What follows belongs to an exercise in optimizing a design on an open flow for small area; a production flow would make more cautious choices. Where RTL was checked, it was by simulation tests only, not by an equivalence proof against the original. For runs 1 to 8, only the layout was checked, not whether the RTL still works. Power and IR drop assume default switching activity.

**design/flow/design.v**
```verilog
module fp_adder_top ( input  wire        clk,
                      input  wire [31:0] a,
                      input  wire [31:0] b,
                      output wire [31:0] s
                    );
  reg  [31:0] a_q, b_q, s_q;
  wire [31:0] s_d;
  always @(posedge clk) begin
    a_q <= a;
    b_q <= b;
    s_q <= s_d;
  end
  fp_adder u_add ( .a(a_q), .b(b_q), .s(s_d) );
  assign s = s_q;
endmodule

module fp_adder ( input  wire [31:0] a ,
                  input  wire [31:0] b ,
                  output wire [31:0] s
                );
wire [7:0]  ea = a[30:23], eb = b[30:23];
wire        sub = a[31] ^ b[31];
wire        hx  = |ea | |eb;            
wire        hy  = |ea & |eb;            
wire        special = ~(|ea[7:1] | |eb[7:1]) & (ea[0] ^ eb[0]);
wire        ge = a[30:0] >= b[30:0];
wire [22:0] mxn, myn;
wire [7:0]  exn;
fpa_muxi #(.W(23)) u_mx (.a(a[22:0]), .b(b[22:0]), .s(ge), .sn(~ge), .y(mxn));
fpa_muxi #(.W(23)) u_my (.a(b[22:0]), .b(a[22:0]), .s(ge), .sn(~ge), .y(myn));
fpa_muxi #(.W(8))  u_ex (.a(ea), .b(eb), .s(ge), .sn(~ge), .y(exn));
wire [7:0]  ex = ~exn;
wire [7:0]  dab = ea - eb, dba = eb - ea;
wire [7:0]  d = ge ? dab : dba;
wire [4:0]  sh = special ? 5'd0 : (d[4:0] | {5{|d[7:5]}});
wire        sgn = ge ? a[31] : b[31];
wire [25:0] al;
wire        sticky;
fpa_align u_aln (.mn({~hy, myn}), .sh(sh), .q(al), .sticky(sticky));
wire [27:0] u;
fpa_addsub u_add (.hx(hx), .mxn(mxn), .al(al), .sticky(sticky), .sub(sub), .u(u));
wire [4:0]  t;
fpa_lzcap u_lzc (.u(u), .ex(ex), .sub(sub), .t(t));
wire [27:0] n1n;
fpa_norm u_nrm (.u(u), .t(t), .nn(n1n));
wire [30:0] em;
fpa_round u_rnd (.nn(n1n[27:1]), .ex(ex), .t(t), .em(em));
assign s = {sgn, em};
endmodule
module fpa_align ( input wire [23:0] mn, input wire [4:0] sh,
                   output wire [25:0] q, output wire sticky );
wire [4:0]  shn = ~sh;
wire [25:0] r1, r2n, r3, r4n;
fpa_sh #(.W(26), .S(1),  .INV(1), .ZL(2)) u_s1 (.d({mn, 2'b11}), .s(sh[0]), .sn(shn[0]), .q(r1));
fpa_sh #(.W(26), .S(2),  .INV(0), .ZL(1)) u_s2 (.d(r1),  .s(sh[1]), .sn(shn[1]), .q(r2n));
fpa_sh #(.W(26), .S(4),  .INV(1), .ZL(0)) u_s3 (.d(r2n), .s(sh[2]), .sn(shn[2]), .q(r3));
fpa_sh #(.W(26), .S(8),  .INV(0), .ZL(0)) u_s4 (.d(r3),  .s(sh[3]), .sn(shn[3]), .q(r4n));
fpa_sh #(.W(26), .S(16), .INV(1), .ZL(0)) u_s5 (.d(r4n), .s(sh[4]), .sn(shn[4]), .q(q));
assign sticky = (sh[1] & r1[1]) | (sh[2] & ~&r2n[3:0]) | (sh[3] & |r3[7:0]) | (sh[4] & ~&r4n[15:0]);
endmodule
module fpa_norm ( input wire [27:0] u, input wire [4:0] t, output wire [27:0] nn );
wire [4:0]  tn = ~t;
wire [27:0] l1n, l2, l3n, l4;
fpa_sh #(.W(28), .S(1),  .INV(0), .LEFT(1)) u_s1 (.d(u),   .s(t[0]), .sn(tn[0]), .q(l1n));
fpa_sh #(.W(28), .S(2),  .INV(1), .LEFT(1)) u_s2 (.d(l1n), .s(t[1]), .sn(tn[1]), .q(l2));
fpa_sh #(.W(28), .S(4),  .INV(0), .LEFT(1)) u_s3 (.d(l2),  .s(t[2]), .sn(tn[2]), .q(l3n));
fpa_sh #(.W(28), .S(8),  .INV(1), .LEFT(1)) u_s4 (.d(l3n), .s(t[3]), .sn(tn[3]), .q(l4));
fpa_sh #(.W(28), .S(16), .INV(0), .LEFT(1)) u_s5 (.d(l4),  .s(t[4]), .sn(tn[4]), .q(nn));
endmodule
module fpa_sh #(parameter W = 26, parameter S = 1, parameter INV = 0,
                parameter LEFT = 0, parameter ZL = 0)
               ( input wire [W-1:0] d, input wire s, input wire sn, output wire [W-1:0] q );
genvar i;
generate for (i = 0; i < W; i = i + 1) begin : g_b
  localparam integer J = LEFT ? i - S : i + S;
  localparam HAS1 = (J >= 0) && (J < W) && (J >= ZL);
  localparam HAS0 = (i >= ZL);
  if (HAS1 && HAS0) begin : g_m
    fpa_aoi22 u (.a1(d[J]), .a2(s), .b1(d[i]), .b2(sn), .y(q[i]));
  end else if (HAS0) begin : g_0
    if (INV == 0) begin : g_t
      fpa_nand2 u (.a(d[i]), .b(sn), .y(q[i]));
    end else begin : g_i
      fpa_nor2 u (.a(d[i]), .b(s), .y(q[i]));
    end
  end else if (HAS1) begin : g_1
    if (INV == 0) begin : g_t
      fpa_nand2 u (.a(d[J]), .b(s), .y(q[i]));
    end else begin : g_i
      fpa_nor2 u (.a(d[J]), .b(sn), .y(q[i]));
    end
  end else begin : g_c
    assign q[i] = (INV == 0);
  end
end endgenerate
endmodule
module fpa_muxi #(parameter W = 1)
                 ( input wire [W-1:0] a, input wire [W-1:0] b, input wire s, input wire sn,
                   output wire [W-1:0] y );
genvar i;
generate for (i = 0; i < W; i = i + 1) begin : g_b
  fpa_aoi22 u (.a1(a[i]), .a2(s), .b1(b[i]), .b2(sn), .y(y[i]));
end endgenerate
endmodule
module fpa_aoi22 ( input wire a1, input wire a2, input wire b1, input wire b2, output wire y );
assign y = ~((a1 & a2) | (b1 & b2));
endmodule
module fpa_nand2 ( input wire a, input wire b, output wire y );
assign y = ~(a & b);
endmodule
module fpa_nor2 ( input wire a, input wire b, output wire y );
assign y = ~(a | b);
endmodule
module fpa_addsub ( input wire hx, input wire [22:0] mxn, input wire [25:0] al,
                    input wire sticky, input wire sub,
                    output wire [27:0] u );
wire [27:0] aa = {1'b0, hx, ~mxn, 3'b000};
wire [27:0] bb = {1'b0, al, sticky} ^ {28{sub}};
wire [27:0] p = aa ^ bb, g = aa & bb;
wire [28:0] c;
assign c[0] = sub;
genvar i;
generate for (i = 0; i < 26; i = i + 2) begin : g_add
  assign u[i]   = p[i] ^ c[i];
  assign u[i+1] = p[i+1] ^ (g[i] | (p[i] & c[i]));
  assign c[i+2] = g[i+1] | (p[i+1] & g[i]) | (p[i+1] & p[i] & c[i]);
end endgenerate
assign u[26] = p[26] ^ c[26];
assign u[27] = (g[26] | (p[26] & c[26])) & ~sub;    
endmodule
module fpa_lzcap ( input wire [27:0] u, input wire [7:0] ex, input wire sub,
                   output wire [4:0] t );
reg  [4:0] lz;
integer k;
always @* begin
  lz = 5'd28;
  for (k = 0; k < 28; k = k + 1)
    if (u[k]) lz = 5'd27 - k;
end
wire [7:0] cap = (sub && ex != 8'd0) ? ex : 8'd1;
wire       le  = (|cap[7:5]) | ~(lz > cap[4:0]);
assign t = le ? lz : cap[4:0];
endmodule
module fpa_round ( input wire [26:0] nn, input wire [7:0] ex, input wire [4:0] t,
                   output wire [30:0] em );
wire [26:0] n = ~nn;
wire [22:0] m;
wire        r27;
wire [7:0]  e2 = ex + 8'd1 - t + r27;
assign em = {e2 & {8{n[26]}}, m};
wire rnd = n[2] & (n[1] | n[0] | n[3]);
wire [22:0] x = n[25:3];
wire [6:0]  gc;                         
assign gc[0] = rnd;
genvar i;
generate for (i = 0; i < 6; i = i + 1) begin : g_grp
  if (i < 5) begin : g_full
    assign gc[i+1] = gc[i] & (&x[4*i+3:4*i]);
  end else begin : g_last
    assign gc[i+1] = gc[i] & (&x[22:20]);
  end
end endgenerate
generate for (i = 0; i < 23; i = i + 1) begin : g_bit
  if ((i % 4) == 0) begin : g0
    assign m[i] = x[i] ^ gc[i/4];
  end else begin : g1
    assign m[i] = x[i] ^ (gc[i/4] & (&x[i-1:(i/4)*4]));
  end
end endgenerate
assign r27 = gc[6] & n[26];
endmodule
```
**design/flow/flow/run.sh**
```bash
#!/bin/bash
# Layout flow: the standard ORFS flow with two changes:
#  - synthesis maps logic with the ABC script in flow/abc_area.script (ABC_AREA=1),
#  - port buffers are sky130_fd_sc_hd__buf_1.
# Each tool's output stays in orfs/logs/; make's own output goes to flow_make.log.
set -euo pipefail
F=$(pwd)
mkdir -p "$F/scripts"
for f in "$FLOW_HOME"/scripts/*; do ln -sf "$f" "$F/scripts/"; done
rm -f "$F/scripts/abc_area.script"
cp "$F/flow/abc_area.script" "$F/scripts/abc_area.script"
EXTRA=$(cat "$F/flow/extra_make_args" 2>/dev/null || true)
sed "s#\"\${@:-finish}\"#SCRIPTS_DIR=$F/scripts ABC_AREA=1 BUFFER_PORTS_ARGS='-buffer_cell sky130_fd_sc_hd__buf_1' $EXTRA \"\${@:-finish}\"#" standard.sh > "$F/my_standard.sh"
bash "$F/my_standard.sh" > "$F/flow_make.log" 2>&1
```
**design/flow/flow/abc_area.script**
```
strash
&get -n
&st
&dch -f
&nf -R 1000
&put
```
**design/flow/flow/extra_make_args**
```
ADDER_MAP_FILE=
```
**design/flow/standard.sh**
```bash
#!/bin/bash
# synth_recipe.tcl (not shown) runs the flow's synth.tcl, then flattens the netlist and writes it again
# the make line also repeats each setting of config.mk as NAME=value (left out here)
make -C /OpenROAD-flow-scripts/flow DESIGN_CONFIG=/design/flow/config.mk WORK_HOME=/design/flow/orfs CLKGATE_MAP_FILE= SYNTH_SCRIPT=/design/flow/synth_recipe.tcl "${@:-finish}"
```
**design/flow/config.mk**
```make
export PLATFORM = sky130hd
export DESIGN_NAME = fp_adder_top
export DESIGN_NICKNAME = fp_adder_top
export VERILOG_FILES = /design/flow/design.v
export SDC_FILE = /design/flow/constraint.sdc
export NUM_CORES = 4
export LEC_CHECK = 0
export CAP_MARGIN = 20
export CORE_MARGIN = 2
export CORE_UTILIZATION = 40
export SLEW_MARGIN = 20
export SYNTH_HIERARCHICAL = 1
export SYNTH_MINIMUM_KEEP_SIZE = 0
```
**design/flow/constraint.sdc**
```tcl
create_clock -name core_clock -period 15.0 [get_ports {clk}]
set_input_delay 3.0000 -clock core_clock [delete_from_list [all_inputs] [get_ports {clk}]]
set_output_delay 3.0000 -clock core_clock [all_outputs]
set_load 0.01 [all_outputs]
```
==> results.toml, run 1 <==
[run]
cap_violations = 0

[die]
placeableCoreArea_mm2 = 0.01815
die_outline_area_mm2 = 0.01976
io_pins = 97
chipWidth_um = 140.6
die_h_um = 140.6
rows = 49
floorplan.initialDensity = 0.4112

[detailed_routing]
detail_route.wl_per_cell_um = 15.53
drtPass1Iterations = 5
totalWireLength_mm = 21.04
detail_route.drc_violations = 0
ant_nets = 0
detail_route.vias_per_cell = 5.770
drtIter0Drc = 475
via_count = 7818

[synth]
post_synth_instance_area_mm2 = 0.007462
postSynthNetCount = 1031
post_synth.cell_area_avg_um2 = 7.725
netlist_instances = 966
number_of_warnings_reported_in_the_yosys_synthesis_log = 8

[clocking]
numClockSinks = 96
htree_num_levels = 3
number_of_buffers_added_by_the_clock_tree_synthesis_step = 9
clock_tree_from_tritoncts = "yes"
cts_hold_buf = 0
clock_path_buffers = 2
cts.clk_slew.worst_paths_ps = 70
clock_tree.root_cell = "sky130_fd_sc_hd__clkbuf_16"
clk_latency_ps = 360

[pwr]
power_switching_share = 0.4949
power_per_cell_area_mw_per_mm2 = 209.8
total_switching_power_uw = 953.6
p_comb_frac = 0.705
p_seq_frac = 0.173
power.leakage_uw = 0.003354
clock_power_share = 0.122
vdd_ir_drop_max_mv = 0.08897
p_int_uw = 973.3

[grt]
total_routing_usage_reported_by_global_routing = 0.2064
grt_start_max_net_pins = 57
grt_first_pass_wirelength_mm = 33.66
grt_pass1_vias = 6979
grt_antenna_before_repair = 0
grt-ovfl-total = 0

[setup_path]
crit_family = "simple AND/OR/NAND/NOR gates"
critPathRequiredTime_ps = 15220
worstSetupPathType = "flip-flop to flip-flop"
timing.critical_path.from_type = "flip-flop"
endpoint_kind = "flip-flop"
critPathSlowestCell = "sky130_fd_sc_hd__or3_4"
crit_path_frequent_cell = "sky130_fd_sc_hd__nor2_1"
critical_path.n_buffers_inverters = 7
max_stage_delay_ps = 440
path_max_fanout = 56
worstPathArrival_ps = 14070

[worst_hold_path]
holdCritPathClass = "flip-flop to flip-flop"

[place]
dp_hpwl_mm = 16.32
port_buffers = 96
pre_cts_slack_ps = -210.3
global_placer_s_final_weighted_congestion = 0.9289
postPlaceCellArea_mm2 = 0.008491

[sta]
fin_hold_ws_ps = 600.8
max_slew_margin = 0.5266
fmax_mhz = 72.21
worst_slew_pin_slew_ps = 710.0
fin_crit_sh = 0.9232
timing.final.max_slew_violations = 0
timing.final.crit_period_ps = 13850
timing.clock.skew_ps = 9.251
final_hold_viol_count = 0
setup_violations = 0
final_critical_path_setup_slack_ps = 1152
fin_tns_setup_ps = 0

[final_layout]
n_antenna_cell = 0
nNetsFinal = 1186
syn2layout_area_growth_pct = 23.07
drive_gt1_frac = 0.1217
final_cell_area_mm2 = 0.009184

[run_status]
run_status = "complete, no violations"
==> power by group through the flow <==
| stage | sequential, uW | combinational (uW) | clock [uW] |
|---|---|---|---|
| 2_1_floorplan | 361 | 935 | 0 |
| 6_report | 334 | 1360 | 235 |
| 3_3_place_gp | 340 | 1270 | 0 |
| 5_1_grt | 339 | 1510 | 254 |
| 4_1_cts | 334 | 1270 | 241 |
| 3_5_place_dp | 340 | 1270 | 0 |
==> through the flow <==
step                power [uW]  utilization  cells
floorplan                 1296            -    966
global placement          1612       0.4679   1325
detailed placement        1607       0.4679   1325
CTS                       1848       0.4854   1342
global route              2105       0.5061   1355
finish                    1927       0.5061   1355
==> worst register-to-register path, delay by kind of cell (launching register included) <==
family	cells	cell delay, ps
xor gates and xnor gates	2	330
AOI/OAI and AO/OA	26	4620
buffers and inverters	7	1170
DFF	1	390
adders and majority gates	1	360
and+or+nand+nor	38	6880
==> layout by cell type (no fill, tap or decap), types with 9 or more instances in the layout <==
cell,n
sky130_fd_sc_hd__a22oi_1,229
sky130_fd_sc_hd__xnor2_1,78
sky130_fd_sc_hd__clkbuf_16,9
sky130_fd_sc_hd__nand2b_1,30
sky130_fd_sc_hd__buf_4,45
sky130_fd_sc_hd__nor3_1,30
sky130_fd_sc_hd__and2_0,13
sky130_fd_sc_hd__a21oi_1,27
sky130_fd_sc_hd__clkinv_1,21
sky130_fd_sc_hd__dfxtp_1,96
sky130_fd_sc_hd__a22oi_2,30
sky130_fd_sc_hd__xor2_1,60
sky130_fd_sc_hd__buf_1,96
sky130_fd_sc_hd__nand2_1,75
sky130_fd_sc_hd__or3_1,10
sky130_fd_sc_hd__o21ai_0,29
sky130_fd_sc_hd__nor2b_1,12
sky130_fd_sc_hd__nor2_1,106
==> per-layer routing <==
layer,vias up,GRT usage,part of all wire
li1,3986,-,-
met1,3539,0.2701,0.46
met2,237,0.3400,0.46
met3,56,0.03091,0.040
met4,0,0.08947,0.038
met5,-,0,0
==> sequential cells by signal, indices dropped and copies added, names as in the netlist <==
| signal | count |
|---|---|
| a_q | 32 |
| b_q | 32 |
| s_q | 32 |
==> worst paths after layout <==
kind,from,end,slack [ps],depth (start not counted)
min reg2reg,b_q[31],s_q[31],600,1
min,b_q[31],s_q[31],600,1
max,a_q[25],s_q[30],1150,74
max reg2reg,a_q[25],s_q[30],1150,74
==> repair_timing <==
| item | 4_1_cts | 5_1_grt |
|---|---|---|
| endpoints found under the setup margin | 3 | 12 |
| resized for setup | 1 | 65 |
| gates cloned | 0 | 3 |
| buffers inserted | 1 | 10 |
| pin swaps | 2 | 7 |
==> final cells by class <==
class                   instances  area, um^2
clock buffers                   9       225.2
clock inverters                 7       78.83
fillers                      1844        8964
inverters                      29       140.1
multi-input cells             841        5806
flip-flops and latches         96        1922
well taps                     229       286.5
repair buffers                143       720.7
repair inverters                1       5.005
==> run 2: changes to the inputs <==
==> design/flow/config.mk (replaced) <==
export PLATFORM = sky130hd
export DESIGN_NAME = fp_adder_top
export DESIGN_NICKNAME = fp_adder_top
export VERILOG_FILES = /design/flow/design.v
export SDC_FILE = /design/flow/constraint.sdc
export NUM_CORES = 4
export LEC_CHECK = 0
export CAP_MARGIN = 10
export CORE_MARGIN = 2
export CORE_UTILIZATION = 75
export SLEW_MARGIN = 10
export SYNTH_HIERARCHICAL = 1
export SYNTH_MINIMUM_KEEP_SIZE = 0
==> run 2 against run 1 <==
The layout now fails its checks (negative setup slack). Critical path depth down 2. Fmax down 8.5%. Power up 3.5%. Final area down 1.7%. Hold slack better by 52 ps. Final cell count down 8.0%. Sequential power up 2%. Die area down 46%. Via count up 22%. Routed wire length up 37%. Non-clock buffer count down 13.
==> results.toml, run 2 <==
[pwr]
p_seq_frac = 0.171
vdd_ir_drop_max_mv = 0.1595
power_per_cell_area_mw_per_mm2 = 220.7
power.leakage_uw = 0.003309
total_switching_power_uw = 1085
p_int_uw = 908.5
power_switching_share = 0.5443
clock_power_share = 0.092
p_comb_frac = 0.737

[grt]
grt-ovfl-total = 0
grt_first_pass_wirelength_mm = 36.96
grt_antenna_before_repair = 0
grt_start_max_net_pins = 57
total_routing_usage_reported_by_global_routing = 0.4132
grt_pass1_vias = 7903

[final_layout]
drive_gt1_frac = 0.1321
layout.cells.most_common = "sky130_fd_sc_hd__a22oi_1"
nNetsFinal = 1173
syn2layout_area_growth_pct = 21.03
most-common-layout-cells = "sky130_fd_sc_hd__a22oi_1, sky130_fd_sc_hd__nor2_1, sky130_fd_sc_hd__buf_1"
layoutNonFillerInstCount = 1246
n_fill_cell = 367
largestRegisters = "a_q x32, b_q x32, s_q x32"
final_util = 0.9282
final_cell_area_mm2 = 0.009031
n_antenna_cell = 0

[setup_path]
setup.worst_path.start = "b_q[24]"
endpoint_kind = "flip-flop"
critPathSlowestCell = "sky130_fd_sc_hd__dfxtp_1"
worst-r2r-cell-count = 72
max_stage_delay_ps = 460
worstSetupPathType = "flip-flop to flip-flop"
critical_path.n_buffers_inverters = 3
critPathRequiredTime_ps = 15310
worstPathArrival_ps = 15450
crit_path_frequent_cell = "sky130_fd_sc_hd__a22oi_1"
r2r-start = "b_q[24]"
worstSetupEndpoint = "s_q[30]"
timing.critical_path.from_type = "flip-flop"
worst-path-stages = 72
crit_family = "simple AND/OR/NAND/NOR gates"
regToRegEndpoint = "s_q[30]"
path_max_fanout = 24
reg2reg_slack_ps = -140

[synth]
postSynthNetCount = 1031
post_synth_instance_area_mm2 = 0.007462
post_synth.cell_area_avg_um2 = 7.725
netlist_instances = 966
number_of_warnings_reported_in_the_yosys_synthesis_log = 8

[run_status]
run_status = "complete, but fails checks"
violations = "negative setup slack"

[sta]
timing.final.crit_period_ps = 15140
fmax_mhz = 66.05
worst_slew_pin_slew_ps = 711.7
final_hold_viol_count = 0
setup_violations = 2
fin_hold_ws_ps = 652.4
final_critical_path_setup_slack_ps = -139.8
timing.final.max_slew_violations = 0
max_slew_margin = 0.5255
timing.clock.skew_ps = 21.23
fin_crit_sh = 1.009

[detailed_routing]
ant_nets = 0
drtIter0Drc = 1973
detail_route.drc_violations = 0
drtPass1Iterations = 17
totalWireLength_mm = 28.75
detail_route.wl_per_cell_um = 23.07
detail_route.vias_per_cell = 7.661
via_count = 9546

[clocking]
htree_num_levels = 3
clock_tree_from_tritoncts = "yes"
cts_hold_buf = 0
clock_path_buffers = 2
cts.clk_slew.worst_paths_ps = 110
clock_tree.root_cell = "sky130_fd_sc_hd__clkbuf_8"
number_of_buffers_added_by_the_clock_tree_synthesis_step = 9
clk_latency_ps = 430
numClockSinks = 96

[die]
placeableCoreArea_mm2 = 0.009729
rows = 36
die_h_um = 103.7
chipWidth_um = 103.7
floorplan.initialDensity = 0.7670
die_outline_area_mm2 = 0.01076
io_pins = 97

[run]
cap_violations = 0

[worst_hold_path]
holdCritPathClass = "flip-flop to flip-flop"

[place]
dp_hpwl_mm = 16.18
port_buffers = 96
global_placer_s_final_weighted_congestion = 1.044
place.detailed.instances = 1217
postPlaceCellArea_mm2 = 0.008280
## run 2: layer usage
layer	track usage	part of all wire	vias to the layer above
met3	0.1183	0.15	368
li1	-	-	3960
met4	0.1631	0.093	0
met5	0	0	-
met2	0.7020	0.43	1028
met1	0.4937	0.33	4190
## run 2: area by class of cell
type | count | area [um^2] | area share
Inverter | 29 | 155.1 | 0.01718
Clock inverter | 7 | 77.57 | 0.008590
Multi-Input combinational cell | 842 | 5944 | 0.6582
Tap cell | 133 | 166.4 | 0.01843
Clock buffer | 9 | 123.9 | 0.01372
Timing Repair Buffer | 130 | 635.6 | 0.07038
Sequential cell | 96 | 1928 | 0.2135
## run 2: worst min path at each step
| stage | from | end | cells after the start |
|---|---|---|---|
| 4_1_cts | b_q[31] | s_q[31] | 1 |
| 3_5_place_dp | b_q[31] | s_q[31] | 1 |
| 2_1_floorplan | a_q[31] | s_q[31] | 2 |
| 5_1_grt | b_q[31] | s_q[31] | 1 |
| 6_report | a_q[31] | s_q[31] | 1 |
| 3_3_place_gp | b_q[31] | s_q[31] | 1 |
## run 2: what timing repair did
action,CTS,global route
setup endpoints to repair,8,12
gates cloned,2,1
buffers inserted,4,6
resized for setup,18,92
pin swaps,4,12
## run 2: metrics by stage
step,worst slack (ps),total power [uW],setup TNS [ps]
2_1_floorplan,6.824,1296,0
3_3_place_gp,71.83,1540,0
3_5_place_dp,-555.0,1572,-1969
4_1_cts,20.26,1777,0
5_1_grt,-919.7,2079,-4102
6_report,-139.8,1993,-200.1
## run 2: power groups by stage
stage / logic [uW] / registers (uW) / clock network (uW)
floorplan: 935 / 361 / 0
CTS: 1260 / 337 / 179
global placement: 1200 / 339 / 0
finish: 1470 / 341 / 184
global route: 1540 / 344 / 190
detailed placement: 1230 / 342 / 0
==> run 3: changes to the inputs <==
--- a/design/flow/config.mk
+++ b/design/flow/config.mk
@@ -7,7 +7,8 @@
 export LEC_CHECK = 0
 export CAP_MARGIN = 10
 export CORE_MARGIN = 2
-export CORE_UTILIZATION = 75
+export CORE_UTILIZATION = 65
+export CTS_BUF_LIST = sky130_fd_sc_hd__clkbuf_8
 export SLEW_MARGIN = 10
 export SYNTH_HIERARCHICAL = 1
 export SYNTH_MINIMUM_KEEP_SIZE = 0
==> run 3 against run 2 <==
Now clean on timing, DRC and antenna. Final cell count increased by 1.5%. Utilization decreased by 14 points. Non-clock buffer count grew 10. Clock skew down 12 ps. Count of clock-buffer cells in the layout increased by 2. Power decreased by 6.3%. Sequential share of layout area grew 0.070 points. Routed wire length fell by 29%.
==> results.toml, run 3 <==
[final_layout]
drive_gt1_frac = 0.1194
largestRegisters = "a_q x32, b_q x32, s_q x32"
most-common-layout-cells = "sky130_fd_sc_hd__a22oi_1, sky130_fd_sc_hd__nor2_1, sky130_fd_sc_hd__dfxtp_1, sky130_fd_sc_hd__buf_1, sky130_fd_sc_hd__xnor2_1"
n_fill_cell = 843
final_cell_area_mm2 = 0.008972
n_antenna_cell = 0
nNetsFinal = 1183
syn2layout_area_growth_pct = 20.24
layout.cells.most_common = "sky130_fd_sc_hd__a22oi_1"

[worst_hold_path]
holdCritPathClass = "flip-flop to flip-flop"
hp-start = "b_q[31]"

[place]
postPlaceCellArea_mm2 = 0.008323
global_placer_s_final_weighted_congestion = 0.9425
dp_hpwl_mm = 15.26
port_buffers = 96

[grt]
total_routing_usage_reported_by_global_routing = 0.3130
grt_start_max_net_pins = 48
grt.met3_usage = 0.04155
grt-ovfl-total = 0
gr-max-usage-layer = "met2"
grt_antenna_before_repair = 0
met2_usage = 0.5354
grt_first_pass_wirelength_mm = 32.46
groute.layer.met1.usage = 0.3898
grt_pass1_vias = 7147

[sta]
timing.final.crit_period_ps = 14130
setup_violations = 0
max_slew_margin = 0.5247
timing.final.max_slew_violations = 0
worst_slew_pin_slew_ps = 713.0
timing.clock.skew_ps = 8.949
final_hold_viol_count = 0
fmax_mhz = 70.79
fin_crit_sh = 0.9418
fin_hold_ws_ps = 598.5

[pwr]
power_per_cell_area_mw_per_mm2 = 208.1
p_comb_frac = 0.727
power_switching_share = 0.5062
p_int_uw = 921.9
total_switching_power_uw = 945.1
final_power_uw = 1867
clock_power_share = 0.094
power.leakage_uw = 0.003299
p_seq_frac = 0.179
vdd_ir_drop_max_mv = 0.2086

[setup_path]
critPathRequiredTime_ps = 15250
endpoint_kind = "flip-flop"
path_max_fanout = 22
worstPathArrival_ps = 14380
timing.critical_path.from_type = "flip-flop"
critPathSlowestCell = "sky130_fd_sc_hd__or3_4"
setup.worst_path.start = "a_q[25]"
reg2reg_slack_ps = 870
r2r-start = "a_q[25]"
worstSetupPathType = "flip-flop to flip-flop"
max_stage_delay_ps = 450

[clocking]
htree_num_levels = 3
clk_latency_ps = 380
clock_tree_from_tritoncts = "yes"
cts.clk_slew.worst_paths_ps = 90
cts_hold_buf = 0
number_of_buffers_added_by_the_clock_tree_synthesis_step = 9
clock_path_buffers = 2
numClockSinks = 96
clock_tree.root_cell = "sky130_fd_sc_hd__clkbuf_8"

[die]
die_outline_area_mm2 = 0.01235
floorplan.initialDensity = 0.6592
rows = 39
io_pins = 97
placeableCoreArea_mm2 = 0.01132
chipWidth_um = 111.1
die_h_um = 111.1

[detailed_routing]
ant_nets = 0
drtIter0Drc = 797
detail_route.drc_violations = 0
via_count = 8165
totalWireLength_mm = 20.52
drtPass1Iterations = 6
detail_route.vias_per_cell = 6.455
detail_route.wl_per_cell_um = 16.22

[synth]
netlist_instances = 966
post_synth_instance_area_mm2 = 0.007462
number_of_warnings_reported_in_the_yosys_synthesis_log = 8
post_synth.cell_area_avg_um2 = 7.725
postSynthNetCount = 1031

[run]
cap_violations = 0

[run_status]
run_status = "complete, no violations"
==> run 3: worst paths after layout <==
path / cells past startpoint / to
worst max-delay path: 73 / s_q[30]
worst min-delay path: 1 / s_q[31]
worst max register to register: 73 / s_q[30]
worst min register to register: 1 / s_q[31]
==> run 3: power groups by stage <==
stage | Combinational, uW | Sequential, uW | Clock [uW]
after floorplan | 935 | 361 | 0
after global placement | 1210 | 339 | 0
after detailed placement | 1230 | 341 | 0
after CTS | 1240 | 335 | 177
after global routing | 1490 | 340 | 186
final | 1360 | 335 | 175
==> run 3: timing repair <==
action / in CTS / in global routing
gates resized for setup: 2 / 70
setup buffers: 1 / 15
pin swaps: 1 / 10
gates cloned: 0 / 3
setup endpoints to repair: 4 / 12
==> run 3: final cells by class <==
class | instances | area (um^2) | area share
Timing Repair Buffer | 140 | 705.7 | 0.07865
Timing Repair inverter | 1 | 5.005 | 0.0005578
Multi-Input combinational cell | 841 | 5812 | 0.6477
Clock inverter | 4 | 53.80 | 0.005996
Inverter | 29 | 143.9 | 0.01604
Tap cell | 143 | 178.9 | 0.01994
Sequential cell | 96 | 1922 | 0.2142
Clock buffer | 11 | 151.4 | 0.01687
==> run 3: worst max-delay path, delay by kind of cell (launching register included) <==
| family | cells | cell delay [ps] |
|---|---|---|
| xor gates and xnor gates | 1 | 150 |
| DFF | 1 | 400 |
| and+or+nand+nor | 37 | 7070 |
| AOI/OAI and AO/OA | 30 | 5340 |
| buffers and inverters | 4 | 630 |
| adders and majority gates | 1 | 360 |
==> run 3: metal layers <==
metal  wire (um)  vias up  share of wire
li1            -     3971              -
met1        8594     3707           0.42
met2        9622      404           0.47
met3        1356       83          0.066
met4         943        0          0.046
met5           0        -              0
==> run 3: per-stage QoR <==
stage                       util  setup slack (ps)  setup TNS (ps)  cells
after floorplan                -             6.824               0    966
after global placement    0.7352             282.9               0   1231
after detailed placement  0.7352            -219.3          -427.7   1231
after CTS                 0.7550             25.32               0   1247
after global routing      0.7926            -230.5          -455.4   1265
final                     0.7926             873.0               0   1265
==> run 4: changes to the inputs <==
==> design/flow/flow/abc_area.script (replaced) <==
strash
&get -n
&st
&deepsyn -T 20
&nf -R 1000
&put
--- a/design/flow/config.mk
+++ b/design/flow/config.mk
@@ -8,7 +8,6 @@
 export CAP_MARGIN = 10
 export CORE_MARGIN = 2
 export CORE_UTILIZATION = 65
-export CTS_BUF_LIST = sky130_fd_sc_hd__clkbuf_8
 export SLEW_MARGIN = 10
 export SYNTH_HIERARCHICAL = 1
 export SYNTH_MINIMUM_KEEP_SIZE = 0
==> run 4 against run 3 <==
The run now fails in 4_1_cts. Synthesized area decreased by 7.4%. Synthesized cell count decreased by 7.7%.
==> results.toml, run 4 <==
[die]
io_pins = 97
chipWidth_um = 107.1
die_h_um = 107.1
floorplan.initialDensity = 0.6691
rows = 37

[place]
dp_hpwl_mm = 18.26
postPlaceCellArea_mm2 = 0.009229
global_placer_s_final_weighted_congestion = 1.075
port_buffers = 96

[clocking]
numClockSinks = 96
cts.repair_timing.setup_buffer_count = 125
number_of_buffers_added_by_the_clock_tree_synthesis_step = 9
clock_tree.root_cell = "sky130_fd_sc_hd__clkbuf_8"
cts_hold_buf = 0
htree_num_levels = 3
clock_path_buffers = 2
count_of_cells_resized_by_post_cts_repair = 187

[synth]
postSynthNetCount = 957
number_of_warnings_reported_in_the_yosys_synthesis_log = 8
post_synth.cell_area_avg_um2 = 7.744
netlist_instances = 892
post_synth_instance_area_mm2 = 0.006908

[run_status]
flow.first_error = "[ERROR DPL-0038] Utilization greater than 100%, impossible to legalize"
run_status = "stopped before the end"
stop_stage = "4_1_cts"
## run 4: power by group through the flow
stage	clock network (uW)	logic, uW	registers, uW
floorplan	0	838	359
global placement	0	1450	336
detailed placement	0	1520	340
## run 4: worst min path at each step
stage	startpoint	depth (start not counted)	to	slack, ps
detailed placement	b_q[31]	1	s_q[31]	630
floorplan	a_q[31]	2	s_q[31]	550
global placement	b_q[31]	1	s_q[31]	580
## run 4: metrics by stage
stage | instances | worst slack (ps)
after floorplan | 892 | -2468
after detailed placement | 1332 | -2192
after global placement | 1332 | -781.6
==> run 5: changes to the inputs <==
==> design/flow/flow/abc_area.script (replaced) <==
strash
&get -n
&st
&dch -f
&nf -R 1000
&put
==> run 5 against run 4 <==
The run now finishes clean. Synthesized cell count increased by 8.3%. Synthesized area is 8.0% higher.
==> results.toml, run 5 <==
[run_status]
run_status = "complete, no violations"

[sta]
max_slew_margin = 0.5268
final_hold_viol_count = 0
setup_violations = 0
fin_crit_sh = 0.9396
timing.final.max_slew_violations = 0
timing.clock.skew_ps = 7.408
timing.final.crit_period_ps = 14090
worst_slew_pin_slew_ps = 709.8
fin_tns_setup_ps = 0
final_critical_path_setup_slack_ps = 905.5
fmax_mhz = 70.95

[grt]
groute.layer.met1.usage = 0.3936
met2_usage = 0.5571
grt_first_pass_wirelength_mm = 33.26
total_routing_usage_reported_by_global_routing = 0.3229
gr-max-usage-layer = "met2"
grt_pass1_vias = 7297
grt_antenna_before_repair = 0
grt-ovfl-total = 0
grt.met3_usage = 0.04374
grt_start_max_net_pins = 48

[setup_path]
worst-path-stages = 71
max_stage_delay_ps = 440
regToRegEndpoint = "s_q[30]"
r2r-start = "a_q[25]"
endpoint_kind = "flip-flop"
critPathSlowestCell = "sky130_fd_sc_hd__or3_4"
crit_family = "simple AND/OR/NAND/NOR gates"
reg2reg_slack_ps = 910
setup.worst_path.start = "a_q[25]"
worst-r2r-cell-count = 71
worstPathArrival_ps = 14320
path_max_fanout = 47
critPathRequiredTime_ps = 15220
timing.critical_path.from_type = "flip-flop"
critical_path.n_buffers_inverters = 5
worstSetupPathType = "flip-flop to flip-flop"
worstSetupEndpoint = "s_q[30]"

[die]
floorplan.initialDensity = 0.6592
chipWidth_um = 111.1
rows = 39
placeableCoreArea_mm2 = 0.01132
die_outline_area_mm2 = 0.01235
io_pins = 97
die_h_um = 111.1

[pwr]
p_int_uw = 977.0
p_seq_frac = 0.172
power.leakage_uw = 0.003332
clock_power_share = 0.120
power_per_cell_area_mw_per_mm2 = 215.0
p_comb_frac = 0.708
power_switching_share = 0.4981
total_switching_power_uw = 969.8
final_power_uw = 1947
vdd_ir_drop_max_mv = 0.2104

[clocking]
clk_latency_ps = 360
clock_path_buffers = 2
numClockSinks = 96
cts_hold_buf = 0
htree_num_levels = 3
clock_tree.root_cell = "sky130_fd_sc_hd__clkbuf_16"
cts.clk_slew.worst_paths_ps = 60
clock_tree_from_tritoncts = "yes"
number_of_buffers_added_by_the_clock_tree_synthesis_step = 9

[detailed_routing]
ant_nets = 0
detail_route.vias_per_cell = 6.570
detail_route.drc_violations = 0
detail_route.wl_per_cell_um = 16.82
drtIter0Drc = 864
via_count = 8304
drtPass1Iterations = 10
totalWireLength_mm = 21.26

[final_layout]
multi_input_area_mm2 = 0.005804
largestRegisters = "a_q x32, b_q x32, s_q x32"
n_fill_cell = 835
most-common-layout-cells = "sky130_fd_sc_hd__a22oi_1, sky130_fd_sc_hd__nor2_1, sky130_fd_sc_hd__dfxtp_1, sky130_fd_sc_hd__buf_1, sky130_fd_sc_hd__xnor2_1"
syn2layout_area_growth_pct = 21.33
layout.cells.most_common = "sky130_fd_sc_hd__a22oi_1"
drive_gt1_frac = 0.1186
layoutNonFillerInstCount = 1264
n_antenna_cell = 0
register_area_mm2 = 0.001922
nNetsFinal = 1182
final_cell_area_mm2 = 0.009054

[synth]
number_of_warnings_reported_in_the_yosys_synthesis_log = 8
netlist_instances = 966
post_synth.cell_area_avg_um2 = 7.725
post_synth_instance_area_mm2 = 0.007462
postSynthNetCount = 1031

[place]
global_placer_s_final_weighted_congestion = 0.9425
dp_hpwl_mm = 15.26
place.detailed.instances = 1231
pre_cts_slack_ps = -219.3
postPlaceCellArea_mm2 = 0.008323
port_buffers = 96

[worst_hold_path]
holdCritPathClass = "flip-flop to flip-flop"

[run]
cap_violations = 0
==> run 5: worst min-delay path by stage <==
stage	from	endpoint	slack (ps)	cells after the start
2_1_floorplan	a_q[31]	s_q[31]	550	2
3_3_place_gp	b_q[31]	s_q[31]	590	1
3_5_place_dp	b_q[31]	s_q[31]	580	1
4_1_cts	b_q[31]	s_q[31]	600	1
5_1_grt	b_q[31]	s_q[31]	620	1
6_report	b_q[31]	s_q[31]	590	1
==> run 5: final cells by class <==
cell class,instances,area share
inverters,29,0.01575
clock buffers,11,0.02792
flip-flops and latches,96,0.2123
repair buffers,139,0.07670
multi-input cells,841,0.6411
well taps,143,0.01976
repair inverters,1,0.0005528
clock inverters,4,0.005943
==> run 5: metrics by stage <==
stage | hold WS, ps | util
floorplan | 545.8 | -
global placement | 586.8 | 0.7352
detailed placement | 583.4 | 0.7352
CTS | 598.8 | 0.7650
global route | 624.9 | 0.7997
finish | 592.3 | 0.7997
==> run 5: power by group through the flow <==
stage / clock network (uW) / logic (uW) / registers [uW]
final: 234 / 1380 / 335
after global routing: 244 / 1500 / 340
after CTS: 236 / 1250 / 335
after detailed placement: 0 / 1230 / 341
after global placement: 0 / 1210 / 339
after floorplan: 0 / 935 / 361
==> run 5: repair_timing <==
item | CTS | global route
pin swaps | 2 | 9
buffers inserted | 1 | 14
gates cloned | 1 | 2
hold endpoints to repair | 0 | 0
endpoints found under the setup margin | 5 | 12
gates resized for setup | 3 | 64
==> run 5: per-layer routing <==
layer	share of wire	vias up
met2	0.48	427
li1	-	3978
met1	0.41	3818
met3	0.067	81
met4	0.039	0
met5	0	-
==> run 6: changes to the inputs <==
--- a/design/flow/config.mk
+++ b/design/flow/config.mk
@@ -8,6 +8,7 @@
 export CAP_MARGIN = 10
 export CORE_MARGIN = 2
 export CORE_UTILIZATION = 65
+export CTS_BUF_LIST = sky130_fd_sc_hd__clkbuf_4 sky130_fd_sc_hd__clkbuf_8
 export SLEW_MARGIN = 10
 export SYNTH_HIERARCHICAL = 1
 export SYNTH_MINIMUM_KEEP_SIZE = 0
==> run 6 against run 5 <==
Non-clock buffer count increased by 1. Highest routed layer unchanged. Global-route usage fell by 0.99 points. Sequential share of layout area is 0.19 points higher. Power shrank 4.1%. Die area unchanged. Clock skew rose by 1.5 ps. Worst setup slack got worse by 33 ps. First-iteration DRC count fell by 7.8%. Synthesized cell count unchanged. Hold slack gained 6.2 ps. Utilization fell by 0.72 points. Synthesized area unchanged.
==> results.toml, run 6 <==
[sta]
worst_slew_pin_slew_ps = 713.0
timing.clock.skew_ps = 8.949
fmax_mhz = 70.79
timing.final.crit_period_ps = 14130
max_slew_margin = 0.5247
fin_crit_sh = 0.9418
fin_tns_setup_ps = 0
timing.final.max_slew_violations = 0
setup_violations = 0
final_hold_viol_count = 0

[final_layout]
syn2layout_area_growth_pct = 20.24
most-common-layout-cells = "sky130_fd_sc_hd__a22oi_1, sky130_fd_sc_hd__nor2_1, sky130_fd_sc_hd__dfxtp_1, sky130_fd_sc_hd__buf_1, sky130_fd_sc_hd__xnor2_1"
drive_gt1_frac = 0.1194
final_util = 0.7926
n_antenna_cell = 0
largestRegisters = "a_q x32, b_q x32, s_q x32"
layout.cells.most_common = "sky130_fd_sc_hd__a22oi_1"
nNetsFinal = 1183
layoutNonFillerInstCount = 1265

[grt]
total_routing_usage_reported_by_global_routing = 0.3130
grt_pass1_vias = 7147
grt-ovfl-total = 0
grt_first_pass_wirelength_mm = 32.46
grt_antenna_before_repair = 0
grt_start_max_net_pins = 48

[pwr]
power.leakage_uw = 0.003299
p_int_uw = 921.9
vdd_ir_drop_max_mv = 0.2086
power_switching_share = 0.5062
clock_power_share = 0.094
total_switching_power_uw = 945.1
power_per_cell_area_mw_per_mm2 = 208.1
p_seq_frac = 0.179
p_comb_frac = 0.727

[run_status]
run_status = "complete, no violations"

[synth]
number_of_warnings_reported_in_the_yosys_synthesis_log = 8
post_synth_instance_area_mm2 = 0.007462
netlist_instances = 966
postSynthNetCount = 1031
post_synth.cell_area_avg_um2 = 7.725

[setup_path]
critPathRequiredTime_ps = 15250
endpoint_kind = "flip-flop"
worstSetupPathType = "flip-flop to flip-flop"
regToRegEndpoint = "s_q[30]"
worst-r2r-cell-count = 73
reg2reg_slack_ps = 870
path_max_fanout = 22
max_stage_delay_ps = 450
worstPathArrival_ps = 14380
worstSetupEndpoint = "s_q[30]"
timing.critical_path.from_type = "flip-flop"
setup.worst_path.start = "a_q[25]"
critPathSlowestCell = "sky130_fd_sc_hd__or3_4"
r2r-start = "a_q[25]"

[place]
port_buffers = 96
dp_hpwl_mm = 15.26
global_placer_s_final_weighted_congestion = 0.9425
place.detailed.instances = 1231

[die]
rows = 39
floorplan.initialDensity = 0.6592
chipWidth_um = 111.1
io_pins = 97
die_h_um = 111.1
die_outline_area_mm2 = 0.01235
placeableCoreArea_mm2 = 0.01132

[detailed_routing]
ant_nets = 0
detail_route.vias_per_cell = 6.455
totalWireLength_mm = 20.52
drtIter0Drc = 797
drtPass1Iterations = 6
detail_route.drc_violations = 0
detail_route.wl_per_cell_um = 16.22
via_count = 8165

[run]
cap_violations = 0

[clocking]
clock_tree.root_cell = "sky130_fd_sc_hd__clkbuf_8"
clock_path_buffers = 2
numClockSinks = 96
cts_hold_buf = 0
htree_num_levels = 3
clk_latency_ps = 380
clock_tree_from_tritoncts = "yes"
number_of_buffers_added_by_the_clock_tree_synthesis_step = 9
cts.clk_slew.worst_paths_ps = 90

[worst_hold_path]
holdCritPathClass = "flip-flop to flip-flop"
## run 6: worst min-delay path by stage
stage	start	endpoint	slack, ps	cells past startpoint
global route	b_q[31]	s_q[31]	630	1
global placement	b_q[31]	s_q[31]	590	1
CTS	b_q[31]	s_q[31]	600	1
floorplan	a_q[31]	s_q[31]	550	2
finish	b_q[31]	s_q[31]	600	1
detailed placement	b_q[31]	s_q[31]	580	1
## run 6: area by class of cell
type                       count  area [um^2]
tap                          143        178.9
timing repair inverter         1        5.005
clock inverter                 4        53.80
timing repair buffer         140        705.7
fill                         843         2349
clock buffer                  11        151.4
sequential                    96         1922
multi-input combinational    841         5812
inverter                      29        143.9
## run 6: timing repair
action                                 4_1_cts  5_1_grt
setup endpoints to repair                    4       12
endpoints found under the hold margin        0        0
setup buffers                                1       15
gates resized for setup                      2       70
pin swaps                                    1       10
gates cloned                                 0        3
## run 6: stage by stage
stage	hold WS, ps	power, uW	worst slack (ps)	cell area, um^2
2_1_floorplan	545.8	1296	6.824	7566
3_5_place_dp	583.4	1574	-219.3	8323
6_report	598.5	1867	873.0	8972
5_1_grt	632.8	2013	-230.5	8972
4_1_cts	604.9	1752	25.32	8547
3_3_place_gp	586.8	1552	282.9	8323
## run 6: power by group through the flow
stage               Combinational (uW)  Sequential (uW)  Clock, uW
global placement                  1210              339          0
floorplan                          935              361          0
global route                      1490              340        186
finish                            1360              335        175
detailed placement                1230              341          0
CTS                               1240              335        177
## run 6: layer usage
metal / track usage / vias to the layer above / wire length (um)
met5: 0 / - / 0
met4: 0.1506 / 0 / 943
met3: 0.04155 / 83 / 1356
met2: 0.5354 / 404 / 9622
met1: 0.3898 / 3707 / 8594
li1: - / 3971 / -
## run 6: worst max-delay path: cells and delay by family, from the launching register on
kind                     cells  cell delay (ps)
AO/OA/AOI/OAI               30             5340
XOR/XNOR                     1              150
adder cells (fa/ha/maj)      1              360
buffers and inverters        4              630
flip-flops                   1              400
AND/OR/NAND/NOR             37             7070
==> run 7: changes to the inputs <==
==> design/flow/config.mk (replaced) <==
export PLATFORM = sky130hd
export DESIGN_NAME = fp_adder_top
export DESIGN_NICKNAME = fp_adder_top
export VERILOG_FILES = /design/flow/design.v
export SDC_FILE = /design/flow/constraint.sdc
export NUM_CORES = 4
export LEC_CHECK = 0
export CAP_MARGIN = 5
export CORE_MARGIN = 2
export CORE_UTILIZATION = 55
export SLEW_MARGIN = 5
export SYNTH_HIERARCHICAL = 1
export SYNTH_MINIMUM_KEEP_SIZE = 0
==> run 7 against run 6 <==
Still clean on timing, DRC and antenna. Hold slack got worse by 7.3 ps. Via count decreased by 0.71%. Final cell count increased by 3.2%. Final area increased by 2.9%. Synthesized cell count unchanged. Synthesized area unchanged. Fmax decreased by 0.54%. Worst setup slack got worse by 76 ps. Global-route usage decreased by 2.4 points. First-iteration DRC count increased by 1.9%. Critical path type unchanged. Critical endpoint unchanged. Highest routed layer unchanged.
==> results.toml, run 7 <==
[pwr]
power_per_cell_area_mw_per_mm2 = 209.9
p_comb_frac = 0.711
clock_power_share = 0.116
power.leakage_uw = 0.003390
vdd_ir_drop_max_mv = 0.1381
p_int_uw = 965.2
p_seq_frac = 0.172
power_switching_share = 0.5020
total_switching_power_uw = 972.8

[setup_path]
critPathRequiredTime_ps = 15220
reg2reg_slack_ps = 800
worstSetupPathType = "flip-flop to flip-flop"
worst-r2r-cell-count = 72
r2r-start = "b_q[10]"
endpoint_kind = "flip-flop"
worstPathArrival_ps = 14420
path_max_fanout = 30
critPathSlowestCell = "sky130_fd_sc_hd__or3_4"
regToRegEndpoint = "s_q[30]"
timing.critical_path.from_type = "flip-flop"
max_stage_delay_ps = 440

[detailed_routing]
detail_route.wl_per_cell_um = 16.59
drtPass1Iterations = 6
drtIter0Drc = 812
detail_route.vias_per_cell = 6.212
ant_nets = 0
via_count = 8107
detail_route.drc_violations = 0
totalWireLength_mm = 21.65

[sta]
fin_tns_setup_ps = 0
timing.final.max_slew_violations = 0
timing.clock.skew_ps = 9.718
max_slew_margin = 0.5354
timing.final.crit_period_ps = 14200
setup_violations = 0
fmax_mhz = 70.41
fin_crit_sh = 0.9469
worst_slew_pin_slew_ps = 696.9
final_hold_viol_count = 0

[grt]
total_routing_usage_reported_by_global_routing = 0.2892
grt_start_max_net_pins = 47
grt-ovfl-total = 0
grt_pass1_vias = 7069
grt_first_pass_wirelength_mm = 34.11
grt_antenna_before_repair = 0

[synth]
post_synth_instance_area_mm2 = 0.007462
number_of_warnings_reported_in_the_yosys_synthesis_log = 8
post_synth.cell_area_avg_um2 = 7.725
netlist_instances = 966
postSynthNetCount = 1031

[clocking]
clock_path_buffers = 2
clock_tree.root_cell = "sky130_fd_sc_hd__clkbuf_16"
number_of_buffers_added_by_the_clock_tree_synthesis_step = 9
clock_tree_from_tritoncts = "yes"
clk_latency_ps = 360
numClockSinks = 96
htree_num_levels = 3
cts.clk_slew.worst_paths_ps = 70

[run]
cap_violations = 0

[place]
port_buffers = 96
global_placer_s_final_weighted_congestion = 0.9620
postPlaceCellArea_mm2 = 0.008482
dp_hpwl_mm = 16.18

[final_layout]
syn2layout_area_growth_pct = 23.73
n_antenna_cell = 0
largestRegisters = "a_q x32, b_q x32, s_q x32"
drive_gt1_frac = 0.1373
final_util = 0.6972
nNetsFinal = 1189
final_cell_area_mm2 = 0.009233
most-common-layout-cells = "sky130_fd_sc_hd__a22oi_1, sky130_fd_sc_hd__nor2_1, sky130_fd_sc_hd__dfxtp_1, sky130_fd_sc_hd__buf_1, sky130_fd_sc_hd__xnor2_1"
layout.cells.most_common = "sky130_fd_sc_hd__a22oi_1"

[die]
placeableCoreArea_mm2 = 0.01324
die_outline_area_mm2 = 0.01452
rows = 42
die_h_um = 120.5
chipWidth_um = 120.5
io_pins = 97
floorplan.initialDensity = 0.5635

[worst_hold_path]
worst_hold_path.endpoint = "s_q[31]"
holdCritPathClass = "flip-flop to flip-flop"
hp-start = "b_q[31]"
worst_hold_path.num_cells = 1

[run_status]
run_status = "complete, no violations"
==> run 7: area by class of cell <==
cell class              instances  area [um^2]
clock buffers                  10        239.0
clock inverters                 6        50.05
fillers                      1171         4010
inverters                      29        142.6
multi-input cells             842         5887
flip-flops and latches         96         1922
well taps                     176        220.2
repair buffers                146        772.0
==> run 7: routing by layer <==
layer  vias up  global-route usage  wire length [um]
met5         -                   0                 0
met4         0             0.08939               480
met3        47             0.05755              1507
met2       333              0.4583              9778
met1      3731              0.3964              9880
li1       3996                   -                 -
==> run 7: worst max path at each step <==
stage,start,endpoint,slack [ps],depth (start not counted)
2_1_floorplan,a_q[25],s_q[30],7,70
3_3_place_gp,a_q[25],s_q[30],190,69
3_5_place_dp,a_q[25],s_q[30],-200,69
4_1_cts,a_q[25],s_q[30],30,74
5_1_grt,b_q[10],s_q[30],-250,72
6_report,b_q[10],s_q[30],800,72
==> run 7: power groups by stage <==
stage	sequential [uW]	clock [uW]	combinational (uW)
floorplan	361	0	935
global placement	339	0	1260
detailed placement	341	0	1270
CTS	335	230	1280
global route	340	241	1510
finish	334	225	1380
==> run 7: per-stage QoR <==
step | setup slack, ps | total power (uW) | cells | hold WS [ps]
2_1_floorplan | 6.824 | 1296 | 966 | 545.8
3_3_place_gp | 187.2 | 1604 | 1278 | 580.7
3_5_place_dp | -204.7 | 1609 | 1278 | 584.1
4_1_cts | 25.28 | 1849 | 1300 | 599.6
5_1_grt | -254.9 | 2089 | 1305 | 619.2
6_report | 796.7 | 1938 | 1305 | 591.2
==> run 7: worst max-delay path: cells and delay by family, from the launching register on <==
kind | cells | cell delay (ps)
DFF | 1 | 340
and+or+nand+nor | 36 | 7220
AOI/OAI and AO/OA | 28 | 4990
xor gates and xnor gates | 3 | 480
buffers and inverters | 5 | 1020
==> run 7: what timing repair did <==
action	in CTS	in global routing
endpoints found under the setup margin	5	12
cloned	1	2
hold buffers	0	0
pin swaps	3	5
setup buffers	5	3
resized for setup	2	83
==> run 8: changes to the inputs <==
==> design/flow/flow/extra_make_args (replaced) <==
ADDER_MAP_FILE= SYNTH_INSBUF=0
==> design/flow/config.mk (replaced) <==
export PLATFORM = sky130hd
export DESIGN_NAME = fp_adder_top
export DESIGN_NICKNAME = fp_adder_top
export VERILOG_FILES = /design/flow/design.v
export SDC_FILE = /design/flow/constraint.sdc
export NUM_CORES = 4
export LEC_CHECK = 0
export CAP_MARGIN = 10
export CORE_MARGIN = 2
export CORE_UTILIZATION = 65
export CTS_BUF_LIST = sky130_fd_sc_hd__clkbuf_8
export SLEW_MARGIN = 10
export SYNTH_HIERARCHICAL = 1
export SYNTH_MINIMUM_KEEP_SIZE = 0
==> run 8 against run 7 <==
Still clean. Combinational power shrank 3%. Power down 4.6%. Utilization up 8.5 points. Critical path depth up 1. Register-to-register slack worse by 40 ps. Final cell count decreased by 3.5%. Critical endpoint unchanged.
==> results.toml, run 8 <==
[die]
chipWidth_um = 111.1
die_h_um = 111.1
floorplan.initialDensity = 0.6585
io_pins = 97
die_outline_area_mm2 = 0.01234
placeableCoreArea_mm2 = 0.01132
rows = 39

[sta]
timing.clock.skew_ps = 9.206
fin_crit_sh = 0.9497
timing.final.max_slew_violations = 0
final_critical_path_setup_slack_ps = 754.3
fmax_mhz = 70.20
fin_tns_setup_ps = 0
fin_hold_ws_ps = 631.6
setup_violations = 0
worst_slew_pin_slew_ps = 742.2
timing.final.crit_period_ps = 14250
max_slew_margin = 0.5021
final_hold_viol_count = 0

[clocking]
htree_num_levels = 3
clk_latency_ps = 390
clock_tree.root_cell = "sky130_fd_sc_hd__clkbuf_8"
cts_hold_buf = 0
clock_path_buffers = 2
numClockSinks = 96
clock_tree_from_tritoncts = "yes"
number_of_buffers_added_by_the_clock_tree_synthesis_step = 9
cts.clk_slew.worst_paths_ps = 90

[detailed_routing]
via_count = 8160
totalWireLength_mm = 21.01
drtPass1Iterations = 7
drtIter0Drc = 783
ant_nets = 0
detail_route.vias_per_cell = 6.481
detail_route.drc_violations = 0
detail_route.wl_per_cell_um = 16.69

[setup_path]
worstPathArrival_ps = 14500
max_stage_delay_ps = 430
worstSetupPathType = "flip-flop to flip-flop"
critPathRequiredTime_ps = 15250
worst-path-stages = 73
timing.critical_path.from_type = "flip-flop"
worst-r2r-cell-count = 73
path_max_fanout = 30
critical_path.n_buffers_inverters = 6
endpoint_kind = "flip-flop"
crit_path_frequent_cell = "sky130_fd_sc_hd__nand2_1"
critPathSlowestCell = "sky130_fd_sc_hd__or3_4"
crit_family = "simple AND/OR/NAND/NOR gates"

[worst_hold_path]
worst_hold_path.num_cells = 1
holdCritPathClass = "flip-flop to flip-flop"

[final_layout]
register_area_mm2 = 0.001923
layout.cells.most_common = "sky130_fd_sc_hd__a22oi_1"
n_fill_cell = 822
most-common-layout-cells = "sky130_fd_sc_hd__a22oi_1, sky130_fd_sc_hd__nor2_1, sky130_fd_sc_hd__buf_1"
syn2layout_area_growth_pct = 18.83
drive_gt1_frac = 0.09857
n_antenna_cell = 0
multi_input_area_mm2 = 0.005729
nNetsFinal = 1176
largestRegisters = "a_q x32, b_q x32, s_q x32"

[pwr]
power.leakage_uw = 0.003283
final_power_uw = 1848
power_per_cell_area_mw_per_mm2 = 208.6
vdd_ir_drop_max_mv = 0.2093

[run_status]
run_status = "complete, no violations"

[place]
dp_hpwl_mm = 15.57
global_placer_s_final_weighted_congestion = 0.9429
port_buffers = 96
pre_cts_slack_ps = -394.8

[synth]
post_synth.cell_area_avg_um2 = 7.725
post_synth_instance_area_mm2 = 0.007455
postSynthNetCount = 1030
number_of_warnings_reported_in_the_yosys_synthesis_log = 8
netlist_instances = 965

[grt]
grt_antenna_before_repair = 0
total_routing_usage_reported_by_global_routing = 0.3197
grt_pass1_vias = 7269
grt_first_pass_wirelength_mm = 32.90
grt-ovfl-total = 0
grt_start_max_net_pins = 48

[run]
cap_violations = 0
[run 8: cell types whose count changed in the layout (fill, tap and decap cells not counted), sizes merged]
cell      previous run  this run
buf                146       134
inv                  6         3
a21oi               31        30
bufinv               0         1
clkinv              27        28
clkinvlp             2         3
[run 8: power breakdown]
group / internal, uW / switching (uW) / total [uW]
registers: 315 / 19.8 / 335
logic: 512 / 830 / 1340
clock network: 80.6 / 90.2 / 171
total: 908 / 940 / 1850
[run 8: per-stage QoR]
| stage | area, um^2 | instances | util |
|---|---|---|---|
| after floorplan | 7559 | 965 | - |
| after global routing | 8859 | 1259 | 0.7825 |
| after detailed placement | 8391 | 1235 | 0.7412 |
| after global placement | 8391 | 1235 | 0.7412 |
| after CTS | 8627 | 1255 | 0.7620 |
| final | 8859 | 1259 | 0.7825 |
[run 8: worst register-to-register path, delay by kind of cell (launching register included)]
kind | cells | cell delay, ps
simple gates | 37 | 6940
flops | 1 | 390
compound gates | 28 | 5130
xor+xnor | 1 | 170
buf+inv | 6 | 1110
fa+ha+maj | 1 | 370
[run 8: timing repair]
| action | 4_1_cts | 5_1_grt |
|---|---|---|
| hold endpoints to repair | 0 | 0 |
| buffers inserted | 3 | 3 |
| pin swaps | 3 | 8 |
| gates resized for setup | 1 | 49 |
| gates cloned | 1 | 1 |
| setup endpoints to repair | 5 | 12 |
[run 8: cell type report]
| type | count | share of cell area |
|---|---|---|
| Tap cell | 143 | 0.02020 |
| Sequential cell | 96 | 0.2171 |
| Timing Repair Buffer | 134 | 0.07754 |
| Multi-Input combinational cell | 841 | 0.6468 |
| Clock inverter | 6 | 0.006921 |
| Clock buffer | 10 | 0.01554 |
| Inverter | 29 | 0.01596 |
[run 8: final timing paths]
check | start | endpoint | slack (ps)
worst min register to register | b_q[31] | s_q[31] | 630
worst max-delay path | b_q[28] | s_q[30] | 750
worst max register to register | b_q[28] | s_q[30] | 750
worst min-delay path | b_q[31] | s_q[31] | 630
[run 8: routing by layer]
layer  global-route usage  vias up  wire (um)
li1                     -     3968          -
met1               0.3855     3751       8737
met2               0.5415      362       9952
met3              0.06725       79       1412
met4               0.1580        0        907
met5                    0        -          0
==> run 9: changes to the inputs <==
--- a/design/flow/design.v
+++ b/design/flow/design.v
@@ -34,11 +34,11 @@
 wire [7:0]  d = ge ? dab : dba;
 wire [4:0]  sh = special ? 5'd0 : (d[4:0] | {5{|d[7:5]}});
 wire        sgn = ge ? a[31] : b[31];
-wire [25:0] al;
+wire [25:0] aln;
 wire        sticky;
-fpa_align u_aln (.mn({~hy, myn}), .sh(sh), .q(al), .sticky(sticky));
+fpa_align u_aln (.mn({~hy, myn}), .sh(sh), .qn(aln), .sticky(sticky));
 wire [27:0] u;
-fpa_addsub u_add (.hx(hx), .mxn(mxn), .al(al), .sticky(sticky), .sub(sub), .u(u));
+fpa_addsub u_add (.hx(hx), .mxn(mxn), .aln(aln), .sticky(sticky), .sub(sub), .u(u));
 wire [4:0]  t;
 fpa_lzcap u_lzc (.u(u), .ex(ex), .sub(sub), .t(t));
 wire [27:0] n1n;
@@ -48,14 +48,16 @@
 assign s = {sgn, em};
 endmodule
 module fpa_align ( input wire [23:0] mn, input wire [4:0] sh,
-                   output wire [25:0] q, output wire sticky );
+                   output wire [25:0] qn, output wire sticky );
 wire [4:0]  shn = ~sh;
 wire [25:0] r1, r2n, r3, r4n;
 fpa_sh #(.W(26), .S(1),  .INV(1), .ZL(2)) u_s1 (.d({mn, 2'b11}), .s(sh[0]), .sn(shn[0]), .q(r1));
 fpa_sh #(.W(26), .S(2),  .INV(0), .ZL(1)) u_s2 (.d(r1),  .s(sh[1]), .sn(shn[1]), .q(r2n));
 fpa_sh #(.W(26), .S(4),  .INV(1), .ZL(0)) u_s3 (.d(r2n), .s(sh[2]), .sn(shn[2]), .q(r3));
 fpa_sh #(.W(26), .S(8),  .INV(0), .ZL(0)) u_s4 (.d(r3),  .s(sh[3]), .sn(shn[3]), .q(r4n));
+wire [25:0] q;
 fpa_sh #(.W(26), .S(16), .INV(1), .ZL(0)) u_s5 (.d(r4n), .s(sh[4]), .sn(shn[4]), .q(q));
+assign qn = ~q;
 assign sticky = (sh[1] & r1[1]) | (sh[2] & ~&r2n[3:0]) | (sh[3] & |r3[7:0]) | (sh[4] & ~&r4n[15:0]);
 endmodule
 module fpa_norm ( input wire [27:0] u, input wire [4:0] t, output wire [27:0] nn );
@@ -111,11 +113,11 @@
 module fpa_nor2 ( input wire a, input wire b, output wire y );
 assign y = ~(a | b);
 endmodule
-module fpa_addsub ( input wire hx, input wire [22:0] mxn, input wire [25:0] al,
+module fpa_addsub ( input wire hx, input wire [22:0] mxn, input wire [25:0] aln,
                     input wire sticky, input wire sub,
                     output wire [27:0] u );
 wire [27:0] aa = {1'b0, hx, ~mxn, 3'b000};
-wire [27:0] bb = {1'b0, al, sticky} ^ {28{sub}};
+wire [27:0] bb = {1'b0, ~aln, sticky} ^ {28{sub}};
 wire [27:0] p = aa ^ bb, g = aa & bb;
 wire [28:0] c;
 assign c[0] = sub;
==> design/flow/config.mk (replaced) <==
export PLATFORM = sky130hd
export DESIGN_NAME = fp_adder_top
export DESIGN_NICKNAME = fp_adder_top
export VERILOG_FILES = /design/flow/design.v
export SDC_FILE = /design/flow/constraint.sdc
export NUM_CORES = 4
export LEC_CHECK = 0
export CAP_MARGIN = 20
export CORE_MARGIN = 2
export CORE_UTILIZATION = 40
export SLEW_MARGIN = 20
export SYNTH_HIERARCHICAL = 1
export SYNTH_MINIMUM_KEEP_SIZE = 0
removed: design/flow/flow/extra_make_args
==> run 9 against run 8 <==
Still clean. Count of clock-buffer cells in the layout unchanged. Utilization is 30 points lower. Clock power is 33% higher. Critical endpoint unchanged. Largest power group unchanged. Highest routed layer unchanged.
==> results.toml, run 9 <==
[clocking]
number_of_buffers_added_by_the_clock_tree_synthesis_step = 9
clock_tree_from_tritoncts = "yes"
clock_path_buffers = 2
clk_latency_ps = 360
numClockSinks = 96
clock_tree.root_cell = "sky130_fd_sc_hd__clkbuf_16"
cts.clk_slew.worst_paths_ps = 70
htree_num_levels = 3

[detailed_routing]
detail_route.drc_violations = 0
totalWireLength_mm = 21.73
via_count = 7914
detail_route.wl_per_cell_um = 15.34
drtPass1Iterations = 7
detail_route.vias_per_cell = 5.589
ant_nets = 0
drtIter0Drc = 555

[place]
global_placer_s_final_weighted_congestion = 0.9262
port_buffers = 96
pre_cts_slack_ps = 243.7
place.detailed.instances = 1394
dp_hpwl_mm = 17.54

[setup_path]
critPathSlowestCell = "sky130_fd_sc_hd__fa_1"
max_stage_delay_ps = 490
path_max_fanout = 29
worst-r2r-cell-count = 80
critPathRequiredTime_ps = 15230
crit_path_frequent_cell = "sky130_fd_sc_hd__nand2_1"
worst-path-stages = 80
worstPathArrival_ps = 14000
critical_path.n_buffers_inverters = 11
timing.critical_path.from_type = "flip-flop"
worstSetupPathType = "flip-flop to flip-flop"
crit_family = "simple AND/OR/NAND/NOR gates"
endpoint_kind = "flip-flop"

[die]
rows = 51
chipWidth_um = 145.7
die_outline_area_mm2 = 0.02123
die_h_um = 145.7
placeableCoreArea_mm2 = 0.01959
io_pins = 97
floorplan.initialDensity = 0.4099

[pwr]
vdd_ir_drop_max_mv = 0.1028
power_per_cell_area_mw_per_mm2 = 211.0
power.leakage_uw = 0.003820

[synth]
post_synth.cell_area_avg_um2 = 7.982
netlist_instances = 1006
number_of_warnings_reported_in_the_yosys_synthesis_log = 8
post_synth_instance_area_mm2 = 0.008030
postSynthNetCount = 1171

[final_layout]
layoutNonFillerInstCount = 1416
nNetsFinal = 1311
n_antenna_cell = 0
most-common-layout-cells = "sky130_fd_sc_hd__a22oi_1, sky130_fd_sc_hd__clkinv_1, sky130_fd_sc_hd__dfxtp_1, sky130_fd_sc_hd__buf_1, sky130_fd_sc_hd__nor2_1"
register_area_mm2 = 0.001922
layout.cells.most_common = "sky130_fd_sc_hd__a22oi_1"
syn2layout_area_growth_pct = 18.29
largestRegisters = "a_q x32, b_q x32, s_q x32"
drive_gt1_frac = 0.07211
n_fill_cell = 2007
multi_input_area_mm2 = 0.005768

[sta]
timing.final.crit_period_ps = 13770
setup_violations = 0
final_critical_path_setup_slack_ps = 1231
final_hold_viol_count = 0
worst_slew_pin_slew_ps = 705.3
fin_tns_setup_ps = 0
timing.final.max_slew_violations = 0
fin_crit_sh = 0.9179
timing.clock.skew_ps = 9.153
fmax_mhz = 72.63
max_slew_margin = 0.5298
grt_setup_unrepaired = "no"

[grt]
grt_first_pass_wirelength_mm = 35.66
grt_start_max_net_pins = 55
grt-ovfl-total = 0
grt_pass1_vias = 7262
total_routing_usage_reported_by_global_routing = 0.2016
grt_antenna_before_repair = 0

[worst_hold_path]
holdCritPathClass = "flip-flop to flip-flop"
worst_hold_path.num_cells = 1

[run]
cap_violations = 0

[run_status]
run_status = "complete, no violations"
-- run 9: per-layer routing --
layer / up-vias / share of wire / global-route usage
met5: - / 0 / 0
met4: 0 / 0.031 / 0.07843
met3: 40 / 0.037 / 0.02978
met2: 208 / 0.46 / 0.3276
met1: 3645 / 0.47 / 0.2700
li1: 4021 / - / -
-- run 9: final cells by class --
type | count | share of cell area
Clock inverter | 6 | 0.005269
Inverter | 135 | 0.05453
Sequential cell | 96 | 0.2023
Clock buffer | 10 | 0.02516
Tap cell | 265 | 0.03491
Timing Repair Buffer | 129 | 0.07007
Timing Repair inverter | 1 | 0.0005269
Multi-Input combinational cell | 774 | 0.6072
-- run 9: what timing repair did --
item / 4_1_cts / 5_1_grt
resized for setup: 0 / 34
endpoints found under the setup margin: 0 / 7
buffers inserted: 0 / 5
hold buffers: 0 / 0
-- run 9: worst paths after layout --
kind                            startpoint      end  slack (ps)
worst max-delay path                b_q[2]  s_q[30]        1230
worst min-delay path               b_q[31]  s_q[31]         590
worst max register to register      b_q[2]  s_q[30]        1230
worst min register to register     b_q[31]  s_q[31]         590
-- run 9: metrics by stage --
step	power [uW]	cell area, um^2	hold slack, ps	util
after floorplan	1383	8071	545.8	-
after global placement	1725	9026	581.9	0.4608
after detailed placement	1722	9026	579.2	0.4608
after CTS	1955	9315	596.6	0.4755
after global routing	2210	9499	612.4	0.4849
final	2004	9499	591.6	0.4849
-- run 9: report_power, final --
part | total (uW) | switching (uW) | leakage, uW | internal [uW]
clock network | 227 | 108 | 0.000141 | 119
registers | 334 | 18.1 | 0.000809 | 316
logic | 1440 | 887 | 0.00287 | 556
total | 2000 | 1010 | 0.00382 | 992

[port drivers added, routing unchanged]
The flow's constraints put no driver on any port. The routed layouts listed below were extracted and timed again, unchanged, in two steps. Step 1: set_driving_cell puts a clkbuf_16 on clk and a buf_2 on each other input, an assumption about the parent block. Step 2 moves the port delays by t, midway between the first and last clock arrival at a register: inputs arrive t later, outputs are due t later. That takes back most of the time a late clock gives input paths. a / b / c = ideal / step 1 / step 2; a / b = the first two.
run	shift t [ns]	slack for setup (ns)	worst register clock-pin slew, ns	worst data-port slew with drivers (ns)
run 1	0.398	1.152 / 1.152 / 1.152	0.07 / 0.07	0.03
run 2	0.460	-0.140 / -0.140 / -0.140	0.11 / 0.11	0.05
run 3	0.415	0.873 / 0.873 / 0.873	0.09 / 0.09	0.04
run 5	0.396	0.906 / 0.906 / 0.906	0.06 / 0.06	0.04
run 6	0.415	0.873 / 0.873 / 0.873	0.09 / 0.09	0.04
run 7	0.396	0.797 / 0.797 / 0.797	0.07 / 0.07	0.04
run 8	0.418	0.754 / 0.754 / 0.754	0.09 / 0.09	0.03
run 9	0.401	1.231 / 1.231 / 1.231	0.07 / 0.07	0.04
